Context: an optimization exercise on an open-source flow, tuned for small area and a short achievable clock period. The choices shown serve that exercise and are no tape-out recipe. At most, simulation tests tie the RTL to the original design; equivalence was not proved.

==> job 5346 <==
// convolution
module convolution (
    input clk,
    input rst,
    input signed [15:0] x_in,
    output signed [31:0] y_out,
    output signed [31:0] y_out_t
);
  reg [15:0] s0;
  reg [15:0] s1;
  reg [15:0] s2;
  reg [15:0] s3;
  reg [15:0] s4;
  reg [15:0] s5;
  reg [15:0] s6;
  reg [15:0] s7;
  reg [15:0] s8;
  reg [15:0] s9;
  reg [15:0] s10;
  reg [15:0] s11;
  reg [15:0] s12;
  reg [15:0] s13;
  reg [15:0] s14;
  reg [15:0] s15;
  reg [15:0] s16;
  reg [15:0] s17;
  reg [15:0] s18;
  reg [15:0] s19;
  reg [15:0] s20;
  reg [15:0] s21;
  reg [15:0] s22;
  reg [15:0] s23;
  reg [15:0] s24;
  reg [15:0] s25;
  reg [15:0] s26;
  reg [15:0] s27;
  reg [15:0] s28;
  reg [15:0] s29;
  reg [15:0] s30;
  reg [15:0] s31;
  reg [15:0] s32;
  reg [15:0] s33;
  reg [15:0] s34;
  reg [15:0] s35;
  reg [15:0] s36;
  reg [15:0] s37;
  reg [15:0] s38;
  reg [15:0] yt;
  reg [30:0] y;
  reg [24:0] v;
  reg [30:0] rs, rc;
  reg ytc1, ytc2;    
  reg zr0_0;
  reg zr0_1;
  reg zr1_0;
  reg zr1_1;
  reg zr2_0;
  reg zr2_1;
  reg zr3_0;
  reg zr3_1;
  reg zr4_0;
  reg zr4_1;
  reg zr5_0;
  reg zr5_1;
  reg zr6_0;
  reg zr6_1;
  reg zr7_0;
  reg zr7_1;
  reg zr8_0;
  reg zr8_1;
  reg zr9_0;
  reg zr9_1;
  reg zr10_0;
  ...
Settings: LEC_CHECK=0, CAP_MARGIN=20, CORE_MARGIN=2, CORE_UTILIZATION=40, CTS_CLUSTER_DIAMETER=80, CTS_CLUSTER_SIZE=28, SLEW_MARGIN=20, SYNTH_HIERARCHICAL=1; clock period 15.0 ns.
standard.sh (not shown) runs the stock make flow with config.mk's settings and CLKGATE_MAP_FILE= SYNTH_SCRIPT=/design/flow/synth_recipe.tcl, a recipe that flattens the netlist after the stock synthesis.
==> flow/flow/run.sh <==
#!/bin/bash
# Standard ORFS layout, with repair_timing asked to keep a larger setup margin
# than the clock period needs, so that it works on the paths that set the
# achieved period.  Constraints (constraint.sdc) are unchanged.
set -euo pipefail
export SETUP_SLACK_MARGIN=11.0
bash standard.sh finish > standard_finish.log 2>&1
==> inputs of job 8085, as changes to job 5346 <==
--- a/flow/design.v
+++ b/flow/design.v
@@ -44,15 +44,15 @@
   reg [15:0] s36;
   reg [15:0] s37;
   reg [15:0] s38;
   reg [15:0] yt;
   reg [30:0] y;
   reg [24:0] v;
   reg [30:0] rs, rc;
-  reg ytc1, ytc2;    
+  reg ytn;    
   reg zr0_0;
   reg zr0_1;
   reg zr1_0;
   reg zr1_1;
   reg zr2_0;
   reg zr2_1;
   reg zr3_0;
@@ -135,15 +135,15 @@
   reg zv19_1;
   reg zv20_0;
   reg zv20_1;
   reg zv21_0;
   reg zv21_1;
   wire valid = ~&x_in;
   assign y_out = {y[30], y};
-  assign y_out_t = {{5{ytc2}}, {6{ytc1}}, {5{yt[15]}}, yt};
+  assign y_out_t = {{8{~ytn}}, {8{yt[15]}}, yt};
   wire n0 = ~s0[0];
   wire n1 = ~s0[1];
   wire n2 = ~s0[2];
   wire n3 = ~s0[0];
   wire n4 = ~s0[3];
   wire n5 = ~s0[1];
   wire n6 = ~s0[4];
@@ -2368,16 +2368,15 @@
       s33 <= 16'd0;
       s34 <= 16'd0;
       s35 <= 16'd0;
       s36 <= 16'd0;
       s37 <= 16'd0;
       s38 <= 16'd0;
       yt <= 16'd0;
-      ytc1 <= 1'b0;
-      ytc2 <= 1'b0;
+      ytn <= 1'b1;
       y <= 31'd0;
       rs <= 31'd0;
       rc <= 31'd0;
       v <= 25'd0;
       zr0_0 <= 1'b1;
       zr0_1 <= 1'b1;
       zr1_0 <= 1'b1;
@@ -2503,16 +2502,15 @@
       s33 <= s32;
       s34 <= s33;
       s35 <= s34;
       s36 <= s35;
       s37 <= s36;
       s38 <= s37;
       if (valid) yt <= s0;
-      ytc1 <= valid ? s0[15] : yt[15];
-      ytc2 <= valid ? s0[15] : ytc1;
+      if (valid) ytn <= ~s0[15];
       y <= y_next;
       v <= {v[23], n2187, n2184, n2183, n2177, n2166, n2165, n2146, n2134, n2122, n2110, n2098, n2086, n2074, n2062, n2050, n2038, n2026, n2014, n2002, n1999, n1989, n1975, n1967, n1961} + {n2188, n2186, n2185, n2178, n2172, n2171, n2156, n2155, n2145, n2133, n2121, n2109, n2097, n2085, n2073, n2061, n2049, n2037, n2025, n2013, n2001, n1987, n1977, n1969, n1963};
       rs <= {n1440, n1436, n1432, n1428, n1427, n1423, n1416, n1415, n1409, n1403, n1380, n1379, n1348, n1328, n1306, n1280, n1256, n1232, n1208, n1184, n1160, n1136, n1112, n1088, n1064, n1061, n1037, n1015, n995, n977, n965};
       rc <= {n1443, n1439, n1435, n1431, n1424, n1420, n1419, n1410, n1404, n1394, n1393, n1364, n1363, n1347, n1327, n1305, n1279, n1255, n1231, n1207, n1183, n1159, n1135, n1111, n1087, n1063, n1039, n1017, n997, n979, n963};
       zr0_0 <= n462;
       zr0_1 <= n502;
       zr1_0 <= n464;
==> flow/flow/run.sh (replaced) <==
#!/bin/bash
# Standard ORFS layout, with repair_timing asked to keep a larger setup margin
# than the clock period needs, so that it works on the paths that set the
# achieved period.  Constraints (constraint.sdc) are unchanged.
set -euo pipefail
export SETUP_SLACK_MARGIN=10.8
bash standard.sh finish > standard_finish.log 2>&1
==> inputs of job 7832, as changes to job 5346 <==
--- a/flow/design.v
+++ b/flow/design.v
@@ -44,15 +44,15 @@
   reg [15:0] s36;
   reg [15:0] s37;
   reg [15:0] s38;
   reg [15:0] yt;
   reg [30:0] y;
   reg [24:0] v;
   reg [30:0] rs, rc;
-  reg ytc1, ytc2;    
+  reg ytn;    
   reg zr0_0;
   reg zr0_1;
   reg zr1_0;
   reg zr1_1;
   reg zr2_0;
   reg zr2_1;
   reg zr3_0;
@@ -135,15 +135,15 @@
   reg zv19_1;
   reg zv20_0;
   reg zv20_1;
   reg zv21_0;
   reg zv21_1;
   wire valid = ~&x_in;
   assign y_out = {y[30], y};
-  assign y_out_t = {{5{ytc2}}, {6{ytc1}}, {5{yt[15]}}, yt};
+  assign y_out_t = {{8{~ytn}}, {8{yt[15]}}, yt};
   wire n0 = ~s0[0];
   wire n1 = ~s0[1];
   wire n2 = ~s0[2];
   wire n3 = ~s0[0];
   wire n4 = ~s0[3];
   wire n5 = ~s0[1];
   wire n6 = ~s0[4];
@@ -2368,16 +2368,15 @@
       s33 <= 16'd0;
       s34 <= 16'd0;
       s35 <= 16'd0;
       s36 <= 16'd0;
       s37 <= 16'd0;
       s38 <= 16'd0;
       yt <= 16'd0;
-      ytc1 <= 1'b0;
-      ytc2 <= 1'b0;
+      ytn <= 1'b1;
       y <= 31'd0;
       rs <= 31'd0;
       rc <= 31'd0;
       v <= 25'd0;
       zr0_0 <= 1'b1;
       zr0_1 <= 1'b1;
       zr1_0 <= 1'b1;
@@ -2503,16 +2502,15 @@
       s33 <= s32;
       s34 <= s33;
       s35 <= s34;
       s36 <= s35;
       s37 <= s36;
       s38 <= s37;
       if (valid) yt <= s0;
-      ytc1 <= valid ? s0[15] : yt[15];
-      ytc2 <= valid ? s0[15] : ytc1;
+      if (valid) ytn <= ~s0[15];
       y <= y_next;
       v <= {v[23], n2187, n2184, n2183, n2177, n2166, n2165, n2146, n2134, n2122, n2110, n2098, n2086, n2074, n2062, n2050, n2038, n2026, n2014, n2002, n1999, n1989, n1975, n1967, n1961} + {n2188, n2186, n2185, n2178, n2172, n2171, n2156, n2155, n2145, n2133, n2121, n2109, n2097, n2085, n2073, n2061, n2049, n2037, n2025, n2013, n2001, n1987, n1977, n1969, n1963};
       rs <= {n1440, n1436, n1432, n1428, n1427, n1423, n1416, n1415, n1409, n1403, n1380, n1379, n1348, n1328, n1306, n1280, n1256, n1232, n1208, n1184, n1160, n1136, n1112, n1088, n1064, n1061, n1037, n1015, n995, n977, n965};
       rc <= {n1443, n1439, n1435, n1431, n1424, n1420, n1419, n1410, n1404, n1394, n1393, n1364, n1363, n1347, n1327, n1305, n1279, n1255, n1231, n1207, n1183, n1159, n1135, n1111, n1087, n1063, n1039, n1017, n997, n979, n963};
       zr0_0 <= n462;
       zr0_1 <= n502;
       zr1_0 <= n464;
==> flow/run.sh (new file) <==
#!/bin/bash
# synth_recipe.tcl (not shown) runs the flow's synth.tcl, then flattens the netlist and writes it again
# the make line also repeats each setting of config.mk as NAME=value (left out here)
make -C /OpenROAD-flow-scripts/flow DESIGN_CONFIG=/design/flow/config.mk WORK_HOME=/design/flow/orfs CLKGATE_MAP_FILE= SYNTH_SCRIPT=/design/flow/synth_recipe.tcl finish
removed: flow/flow/run.sh
removed: flow/standard.sh
==> inputs of job 8546, as changes to job 5346 <==
--- a/flow/design.v
+++ b/flow/design.v
@@ -44,15 +44,15 @@
   reg [15:0] s36;
   reg [15:0] s37;
   reg [15:0] s38;
   reg [15:0] yt;
   reg [30:0] y;
   reg [24:0] v;
   reg [30:0] rs, rc;
-  reg ytc1, ytc2;    
+  reg ytn;    
   reg zr0_0;
   reg zr0_1;
   reg zr1_0;
   reg zr1_1;
   reg zr2_0;
   reg zr2_1;
   reg zr3_0;
@@ -135,15 +135,15 @@
   reg zv19_1;
   reg zv20_0;
   reg zv20_1;
   reg zv21_0;
   reg zv21_1;
   wire valid = ~&x_in;
   assign y_out = {y[30], y};
-  assign y_out_t = {{5{ytc2}}, {6{ytc1}}, {5{yt[15]}}, yt};
+  assign y_out_t = {{8{~ytn}}, {8{yt[15]}}, yt};
   wire n0 = ~s0[0];
   wire n1 = ~s0[1];
   wire n2 = ~s0[2];
   wire n3 = ~s0[0];
   wire n4 = ~s0[3];
   wire n5 = ~s0[1];
   wire n6 = ~s0[4];
@@ -2368,16 +2368,15 @@
       s33 <= 16'd0;
       s34 <= 16'd0;
       s35 <= 16'd0;
       s36 <= 16'd0;
       s37 <= 16'd0;
       s38 <= 16'd0;
       yt <= 16'd0;
-      ytc1 <= 1'b0;
-      ytc2 <= 1'b0;
+      ytn <= 1'b1;
       y <= 31'd0;
       rs <= 31'd0;
       rc <= 31'd0;
       v <= 25'd0;
       zr0_0 <= 1'b1;
       zr0_1 <= 1'b1;
       zr1_0 <= 1'b1;
@@ -2503,16 +2502,15 @@
       s33 <= s32;
       s34 <= s33;
       s35 <= s34;
       s36 <= s35;
       s37 <= s36;
       s38 <= s37;
       if (valid) yt <= s0;
-      ytc1 <= valid ? s0[15] : yt[15];
-      ytc2 <= valid ? s0[15] : ytc1;
+      if (valid) ytn <= ~s0[15];
       y <= y_next;
       v <= {v[23], n2187, n2184, n2183, n2177, n2166, n2165, n2146, n2134, n2122, n2110, n2098, n2086, n2074, n2062, n2050, n2038, n2026, n2014, n2002, n1999, n1989, n1975, n1967, n1961} + {n2188, n2186, n2185, n2178, n2172, n2171, n2156, n2155, n2145, n2133, n2121, n2109, n2097, n2085, n2073, n2061, n2049, n2037, n2025, n2013, n2001, n1987, n1977, n1969, n1963};
       rs <= {n1440, n1436, n1432, n1428, n1427, n1423, n1416, n1415, n1409, n1403, n1380, n1379, n1348, n1328, n1306, n1280, n1256, n1232, n1208, n1184, n1160, n1136, n1112, n1088, n1064, n1061, n1037, n1015, n995, n977, n965};
       rc <= {n1443, n1439, n1435, n1431, n1424, n1420, n1419, n1410, n1404, n1394, n1393, n1364, n1363, n1347, n1327, n1305, n1279, n1255, n1231, n1207, n1183, n1159, n1135, n1111, n1087, n1063, n1039, n1017, n997, n979, n963};
       zr0_0 <= n462;
       zr0_1 <= n502;
       zr1_0 <= n464;
==> flow/flow/run.sh (replaced) <==
#!/bin/bash
# Standard ORFS layout, with repair_timing asked to keep a larger setup margin
# than the clock period needs, so that it works on the paths that set the
# achieved period.  Constraints (constraint.sdc) are unchanged.
set -euo pipefail
export SETUP_SLACK_MARGIN=10.8
bash standard.sh finish > standard_finish.log 2>&1
Settings changed: CORE_UTILIZATION 40 to 30.
==> results.txt <==
* Worst path buffer plus inverter count at 2
* Critical R2R Launch: s0[2]
* Status: timing/DRC/antenna clean
* Ranking of synthesized cells by area: dfrtp_1 (45%), fa_1 (41%), ha_1 (3.8%)
* Metal-1 WL at roughly 42,000 µm
The numbers above come from job 8085.

==> results.txt <==
* Ranking of synthesized cells by area: dfrtp_1 (45%), fa_1 (41%), ha_1 (3.8%)
* Critical R2R Launch: s0[6]
* Metal-1 WL at 42,800 µm
* Status: timing/DRC/antenna clean
* Worst path buffer plus inverter count at 2
* Critical-path cell list: inv_4 > buf_2
* CP max stage cell: dfstp_2
The numbers above come from job 8546.

==> results.txt <==
* Critical R2R Launch: s0[1]
* Metal-1 WL at 42,900 µm
* Worst path buffer plus inverter count at 2
* Worst-Margin Slew at between 0.5 and 0.6 ns
* Status: timing/DRC/antenna clean
The numbers above come from job 5346.

==> results.txt <==
* Status: timing/DRC/antenna clean
* Worst path buffer plus inverter count at 5
* Critical R2R Launch: s0[2]
* Setup crit end kind: async pin
* Antenna cell count at 0
* Metal-1 WL at approximately 41,000 µm
* Ranking of synthesized cells by area: dfrtp_1 (45%), fa_1 (41%), ha_1 (3.8%)
The numbers above come from job 7832.

For job 8085, job 7832 and job 8546, only the layout was checked, not whether the RTL still works.

[port drivers added, routing unchanged]
The flow's constraints put no driver on any port. The routed layouts listed below were extracted and timed again, unchanged, in two steps.
Step 1 (the two cells are an assumption about what drives the block):
set clk [get_ports {clk}]
set_driving_cell -lib_cell sky130_fd_sc_hd__clkbuf_16 $clk
set_driving_cell -lib_cell sky130_fd_sc_hd__buf_2 [delete_from_list [all_inputs] $clk]
Step 2, shift: input delay + t, output delay - t, t = (earliest + latest rising clock arrival at the registers) / 2. This alone moves slack from input paths to output paths.
Three values: no drivers, after step 1, after step 2; two values: the first two.
run | t, ns | slack for setup (ns) | worst hold slack (ns) | worst setup path after step 2 | slew at the worst register clock pin (ns)
job 5346 | 0.682 | 10.649 / 10.584 / 10.438 | 0.352 / 0.352 / 0.352 | input to register | 0.11 / 0.11
job 8085 | 0.681 | 10.652 / 10.588 / 10.271 | 0.349 / 0.349 / 0.349 | input to register | 0.12 / 0.12
job 7832 | 0.695 | 9.044 / 9.072 / 8.377 | 0.351 / 0.351 / 0.351 | input, reset recovery | 0.11 / 0.11
job 8546 | 0.689 | 10.644 / 10.580 / 10.227 | 0.322 / 0.322 / 0.322 | input to register | 0.11 / 0.11
After both steps setup and hold are still met in every run listed. For job 7832, which loses most, drivers alone change the setup slack by +0.028 ns; drivers and shift together by -0.667 ns. Setup slack includes reset recovery checks.
